What follows belongs to an exercise in optimizing a design on an open flow for small area and a short achievable clock period; a production flow would make more cautious choices. RTL that was checked went through simulation tests only; none was proved equivalent to the original. No activity file was given, so power comes from the tool's default toggle rates.

==> flow/design.v (excerpt) <==
module processador(clk, iin, resetn, outProcessador);
input clk, resetn;
input [15:0] iin;
output [15:0] outProcessador;
reg [1:0] cont;
reg [2:0] hop;           
reg [7:0] sel;           
reg [15:0] X;
wire [2:0] op = iin[15:13];
wire [2:0] rx = iin[12:10];
wire [2:0] ry = iin[9:7];
wire c0 = (cont == 2'd0);
wire c3 = (cont == 2'd3);
always @(posedge clk) begin
	if (!resetn) cont <= 2'd0;
	else cont <= cont + 2'd1;
end
always @(posedge clk) begin
	if (!resetn) hop <= 3'b000;
	else if (c0 && op != 3'b011 && op != 3'b110) hop <= op;
end
always @(posedge clk)
	sel <= (cont == 2'd1) ? (8'd1 << ry) : (8'd1 << rx);
wire [15:0] rq [0:7];
genvar g;
generate for (g = 0; g < 8; g = g + 1) begin : R
	reg [15:0] q;
	always @(posedge clk)
		if (c3 && resetn && sel[g]) q <= X;
	assign rq[g] = q;
end endgenerate
wire [15:0] rd = ({16{sel[0]}} & rq[0]) | ({16{sel[1]}} & rq[1]) |
                 ({16{sel[2]}} & rq[2]) | ({16{sel[3]}} & rq[3]) |
  ...
Size in the first run: roughly 540 cells after synthesis, about 160 flip-flops, ~34 I/O pins, about 7100 sq um of cells after synthesis.
==> module processador, before the edit <==
module processador(clk, iin, resetn, outProcessador);
input clk, resetn;
input [15:0] iin;
output [15:0] outProcessador;
reg [1:0] cont;
reg [2:0] hop;           
reg [7:0] sel;           
reg [15:0] X;
wire [2:0] op = iin[15:13];
wire [2:0] rx = iin[12:10];
wire [2:0] ry = iin[9:7];
wire c0 = (cont == 2'd0);
wire c3 = (cont == 2'd3);
always @(posedge clk) begin
	if (!resetn) cont <= 2'd0;
	else cont <= cont + 2'd1;
end
always @(posedge clk) begin
	if (!resetn) hop <= 3'b000;
	else if (c0 && op != 3'b011 && op != 3'b110) hop <= op;
end
always @(posedge clk)
	sel <= (cont == 2'd1) ? (8'd1 << ry) : (8'd1 << rx);
wire [15:0] rq [0:7];
genvar g;
generate for (g = 0; g < 8; g = g + 1) begin : R
	reg [15:0] q;
	always @(posedge clk)
		if (c3 && resetn && sel[g]) q <= X;
	assign rq[g] = q;
end endgenerate
wire [15:0] rd = ({16{sel[0]}} & rq[0]) | ({16{sel[1]}} & rq[1]) |
                 ({16{sel[2]}} & rq[2]) | ({16{sel[3]}} & rq[3]) |
                 ({16{sel[4]}} & rq[4]) | ({16{sel[5]}} & rq[5]) |
                 ({16{sel[6]}} & rq[6]) | ({16{sel[7]}} & rq[7]);
wire h_sub = (hop == 3'b001);
wire h_nan = (hop == 3'b010);
wire h_ldi = (hop == 3'b101);
wire h_mov = hop[2] & ~h_ldi;       
wire go = (cont == 2'd1);
reg k_inv, k_sub, k_nan, k_ldi, k_pass;
always @(posedge clk) begin
	k_inv  <= c0 & (op == 3'b001 || ((op == 3'b011 || op == 3'b110) && h_sub));
	k_sub  <= go & h_sub;
	k_nan  <= go & h_nan;
	k_ldi  <= go & h_ldi;
	k_pass <= ~go | h_mov;
end
wire [15:0] imm = {{6{iin[9]}}, iin[9:0]};
wire [15:0] sum = X + rd;
reg [15:0] alu;
always @(*) begin
	if (k_pass) alu = rd ^ {16{k_inv}};
	else if (k_ldi) alu = imm;
	else if (k_nan) alu = ~(X & rd);
	else alu = sum ^ {16{k_sub}};
end
always @(posedge clk)
	X <= alu;
assign outProcessador = X;
endmodule
Settings: LEC_CHECK=0, ABC_CLOCK_PERIOD_IN_PS=1500, CAP_MARGIN=20, CORE_MARGIN=2, CORE_UTILIZATION=40, PLACE_DENSITY=0.6, SETUP_SLACK_MARGIN=4.6, SLEW_MARGIN=20; clock period 7.0 ns.
run.sh (not shown) runs the stock make flow with config.mk's settings and CLKGATE_MAP_FILE= SYNTH_SCRIPT=/design/flow/synth_recipe.tcl, a recipe that flattens the netlist after the stock synthesis.
Edit:
--- a/flow/design.v
+++ b/flow/design.v
@@ -291,9 +291,45 @@
 	k_ldi  <= go & h_ldi;
 	k_pass <= ~go | h_mov;
 end
 wire [15:0] imm = {{6{iin[9]}}, iin[9:0]};
-wire [15:0] sum = X + rd;
+wire [15:0] sum;
+wire [15:0] pp = X ^ rd;
+wire [15:0] gg = X & rd;
+wire [15:0] G1, P1, G2, P2, G3, P3, G4, P4;
+genvar b;
+generate for (b = 0; b < 16; b = b + 1) begin : PFX
+	if (b & 1) begin
+		assign G1[b] = gg[b] | (pp[b] & gg[b-1]);
+		assign P1[b] = pp[b] & pp[b-1];
+	end else begin
+		assign G1[b] = gg[b];
+		assign P1[b] = pp[b];
+	end
+	if (b & 2) begin
+		assign G2[b] = G1[b] | (P1[b] & G1[(b & ~1) - 1]);
+		assign P2[b] = P1[b] & P1[(b & ~1) - 1];
+	end else begin
+		assign G2[b] = G1[b];
+		assign P2[b] = P1[b];
+	end
+	if (b & 4) begin
+		assign G3[b] = G2[b] | (P2[b] & G2[(b & ~3) - 1]);
+		assign P3[b] = P2[b] & P2[(b & ~3) - 1];
+	end else begin
+		assign G3[b] = G2[b];
+		assign P3[b] = P2[b];
+	end
+	if (b & 8) begin
+		assign G4[b] = G3[b] | (P3[b] & G3[(b & ~7) - 1]);
+		assign P4[b] = P3[b] & P3[(b & ~7) - 1];
+	end else begin
+		assign G4[b] = G3[b];
+		assign P4[b] = P3[b];
+	end
+	if (b == 0) assign sum[b] = pp[b];
+	else assign sum[b] = pp[b] ^ G4[b-1];
+end endgenerate
 reg [15:0] alu;
 always @(*) begin
 	if (k_pass) alu = rd ^ {16{k_inv}};
 	else if (k_ldi) alu = imm;
What happened:
- The changed run passed the timing, DRC and antenna checks
- non-clock buffer count falls by 26
- worst setup slack loses 760 ps
- global-route usage came out lower by 2.7 points
- area after synthesis went down by 1.8%
- power went down by 1.7%
- routed wire length fell by 14%
- sequential power grows by about 3%
- cell count goes down by 6.0%
- combinational power fell by about 7%
- via count fell by 12%
- count of clock-buffer cells in the layout rose by 4
No run of this note included a check of the RTL's function; only the layout flow was run.


== the previous run ==
processador, a different RTL version from the one above (not shown whole).
For scale: ~170 flip-flops.
==> module processador, before the edit <==
module processador(clk, iin, resetn, outProcessador);
input clk, resetn;
input [15:0] iin;
output [15:0] outProcessador;
reg [1:0] cont;
reg [2:0] hop;           
reg [15:0] X, Y;
wire [2:0] op = iin[15:13];
wire [2:0] rx = iin[12:10];
wire [2:0] ry = iin[9:7];
wire c0 = (cont == 2'd0);
wire c3 = (cont == 2'd3);
wire rep = (op == 3'b011) || (op == 3'b110);
wire [2:0] eop = rep ? hop : op;     
always @(posedge clk) begin
	if (!resetn) cont <= 2'd0;
	else cont <= cont + 2'd1;
end
always @(posedge clk) begin
	if (!resetn) hop <= 3'b000;
	else if (c0 && !rep) hop <= op;
end
wire [7:0] rx_oh = 8'd1 << rx;
wire [7:0] ry_oh = 8'd1 << ry;
wire e_mov = (eop == 3'b100) || (eop == 3'b111);
reg k_mov;               
always @(posedge clk)
	k_mov <= c0 & e_mov;
wire [7:0] rsel = c0 ? ry_oh : (k_mov ? 8'd0 : rx_oh);
wire [15:0] rq [0:7];
genvar g;
generate for (g = 0; g < 8; g = g + 1) begin : R
	reg [15:0] q;
	always @(posedge clk)
		if (c3 && resetn && rx_oh[g]) q <= X;
	assign rq[g] = q;
end endgenerate
wire [15:0] rd = ({16{rsel[0]}} & rq[0]) | ({16{rsel[1]}} & rq[1]) |
                 ({16{rsel[2]}} & rq[2]) | ({16{rsel[3]}} & rq[3]) |
                 ({16{rsel[4]}} & rq[4]) | ({16{rsel[5]}} & rq[5]) |
                 ({16{rsel[6]}} & rq[6]) | ({16{rsel[7]}} & rq[7]);
wire h_sub = (hop == 3'b001);
wire h_nan = (hop == 3'b010);
wire h_ldi = (hop == 3'b101);
wire go = (cont == 2'd1);
reg k_inv, k_sub, k_nan, k_ldi, k_pass;
always @(posedge clk) begin
	k_inv  <= c0 & (eop == 3'b001);
	k_sub  <= go & h_sub;
	k_nan  <= go & h_nan;
	k_ldi  <= go & h_ldi;
	k_pass <= ~go;
end
wire [15:0] imm = {{6{iin[9]}}, iin[9:0]};
wire [15:0] sum = X + Y + {15'd0, k_sub};
reg [15:0] alu;
always @(*) begin
	if (k_pass) alu = Y ^ {16{k_inv}};
	else if (k_ldi) alu = imm;
	else if (k_nan) alu = ~(X & Y);
	else alu = sum;
end
always @(posedge clk) begin
	Y <= rd;
	X <= alu;
end
assign outProcessador = X;
endmodule
export LEC_CHECK = 0
export ABC_CLOCK_PERIOD_IN_PS = 2500
export CAP_MARGIN = 20
export CORE_MARGIN = 2
export CORE_UTILIZATION = 55
export CTS_BUF_LIST = sky130_fd_sc_hd__clkbuf_8
export CTS_CLUSTER_SIZE = 20
export PLACE_DENSITY = 0.7
export SETUP_SLACK_MARGIN = 4.6
export SLEW_MARGIN = 20
export CTS_ARGS = -sink_clustering_enable -repair_clock_nets -sink_clustering_size 20 -buf_list sky130_fd_sc_hd__clkbuf_8 -dont_use_dummy_load
export BUFFER_PORTS_ARGS = -buffer_cell sky130_fd_sc_hd__buf_2
create_clock -name core_clock -period 7.0 [get_ports {clk}]
standard.sh (not shown) runs the stock make flow with config.mk's settings and CLKGATE_MAP_FILE= SYNTH_SCRIPT=/design/flow/synth_recipe.tcl, a recipe that flattens the netlist after the stock synthesis.
==> flow/flow/run.sh <==
#!/bin/bash
# Standard layout (the standard.sh, unchanged synthesis) with two layout
# choices added to config.mk: clock tree synthesis without dummy load cells,
# and plain buf_2 cells as the port buffers.
set -o pipefail
cat >> config.mk <<'EOT'
export CTS_ARGS = -sink_clustering_enable -repair_clock_nets -sink_clustering_size 20 -buf_list sky130_fd_sc_hd__clkbuf_8 -dont_use_dummy_load
export BUFFER_PORTS_ARGS = -buffer_cell sky130_fd_sc_hd__buf_2
EOT
bash standard.sh finish > standard.log 2>&1
Changes in the current run relative to the previous run:
--- a/flow/design.v
+++ b/flow/design.v
@@ -247,10 +247,11 @@
 input clk, resetn;
 input [15:0] iin;
 output [15:0] outProcessador;
 reg [1:0] cont;
 reg [2:0] hop;           
+reg [7:0] sel;           
 reg [15:0] X, Y;
 wire [2:0] op = iin[15:13];
 wire [2:0] rx = iin[12:10];
 wire [2:0] ry = iin[9:7];
 wire c0 = (cont == 2'd0);
@@ -266,20 +267,19 @@
 	else if (c0 && !rep) hop <= op;
 end
 wire [7:0] rx_oh = 8'd1 << rx;
 wire [7:0] ry_oh = 8'd1 << ry;
 wire e_mov = (eop == 3'b100) || (eop == 3'b111);
-reg k_mov;               
 always @(posedge clk)
-	k_mov <= c0 & e_mov;
-wire [7:0] rsel = c0 ? ry_oh : (k_mov ? 8'd0 : rx_oh);
+	sel <= (c0 && e_mov) ? 8'd0 : rx_oh;
+wire [7:0] rsel = c0 ? ry_oh : sel;
 wire [15:0] rq [0:7];
 genvar g;
 generate for (g = 0; g < 8; g = g + 1) begin : R
 	reg [15:0] q;
 	always @(posedge clk)
-		if (c3 && resetn && rx_oh[g]) q <= X;
+		if (c3 && resetn && sel[g]) q <= X;
 	assign rq[g] = q;
 end endgenerate
 wire [15:0] rd = ({16{rsel[0]}} & rq[0]) | ({16{rsel[1]}} & rq[1]) |
                  ({16{rsel[2]}} & rq[2]) | ({16{rsel[3]}} & rq[3]) |
                  ({16{rsel[4]}} & rq[4]) | ({16{rsel[5]}} & rq[5]) |
### Flow results
Against the previous run, the current run reports a count of non-CTS buffers in the layout that is lower.
| die extent in y | the current run vs the previous run | about 1% higher |
The first-iteration DRC count in the current run sits 52 below the value recorded for the previous run.
Relative to the previous run, the current run improves setup slack.
Diff the previous run -> the current run | number of instances resized during post-cts repair | decrease of 4
Cell area ends up higher on the previous run.
The previous run → the current run: number of sequential cells went up; synthesized area grew by about 2%.
Detailed-route vias per instance: the current run < the previous run
Against the previous run, the current run comes in 0.89 points lower on net switching share of the total power.
Only the layout flow was run in the previous run; the RTL was not checked for function there.

re-timing with driven ports:
The flow's constraints put no driver on any port. The routed layouts listed below were extracted and timed again, unchanged, in two steps.
Step 1 (the two cells are an assumption about what drives the block):
set clk [get_ports {clk}]
set_driving_cell -lib_cell sky130_fd_sc_hd__clkbuf_16 $clk
set_driving_cell -lib_cell sky130_fd_sc_hd__buf_2 [delete_from_list [all_inputs] $clk]
Step 2 also shifts input and output timing later by t, the mid clock arrival at the registers, as if the neighbouring blocks saw the same clock.
Three values: ideal ports, drivers, drivers and shift; two values: the first two.
| run | t, ns | setup WS [ns] | clock arrival spread, ns | worst register clock-pin slew, ns |
|---|---|---|---|---|
| the first run of note 1 | 0.463 | 4.411 / 4.411 / 4.062 | 0.011 / 0.011 | 0.07 / 0.07 |
| the second run of note 1 | 0.472 | 3.651 / 3.651 / 3.651 | 0.011 / 0.011 | 0.06 / 0.06 |
| the previous run | 0.493 | 4.576 / 4.572 / 4.079 | 0.032 / 0.032 | 0.10 / 0.10 |
| the current run | 0.475 | 4.645 / 4.609 / 4.202 | 0.026 / 0.026 | 0.09 / 0.09 |
After both steps every run listed still meets setup and hold. For the previous run, which loses most, drivers alone change the setup slack by -0.004 ns; drivers and shift together by -0.497 ns.
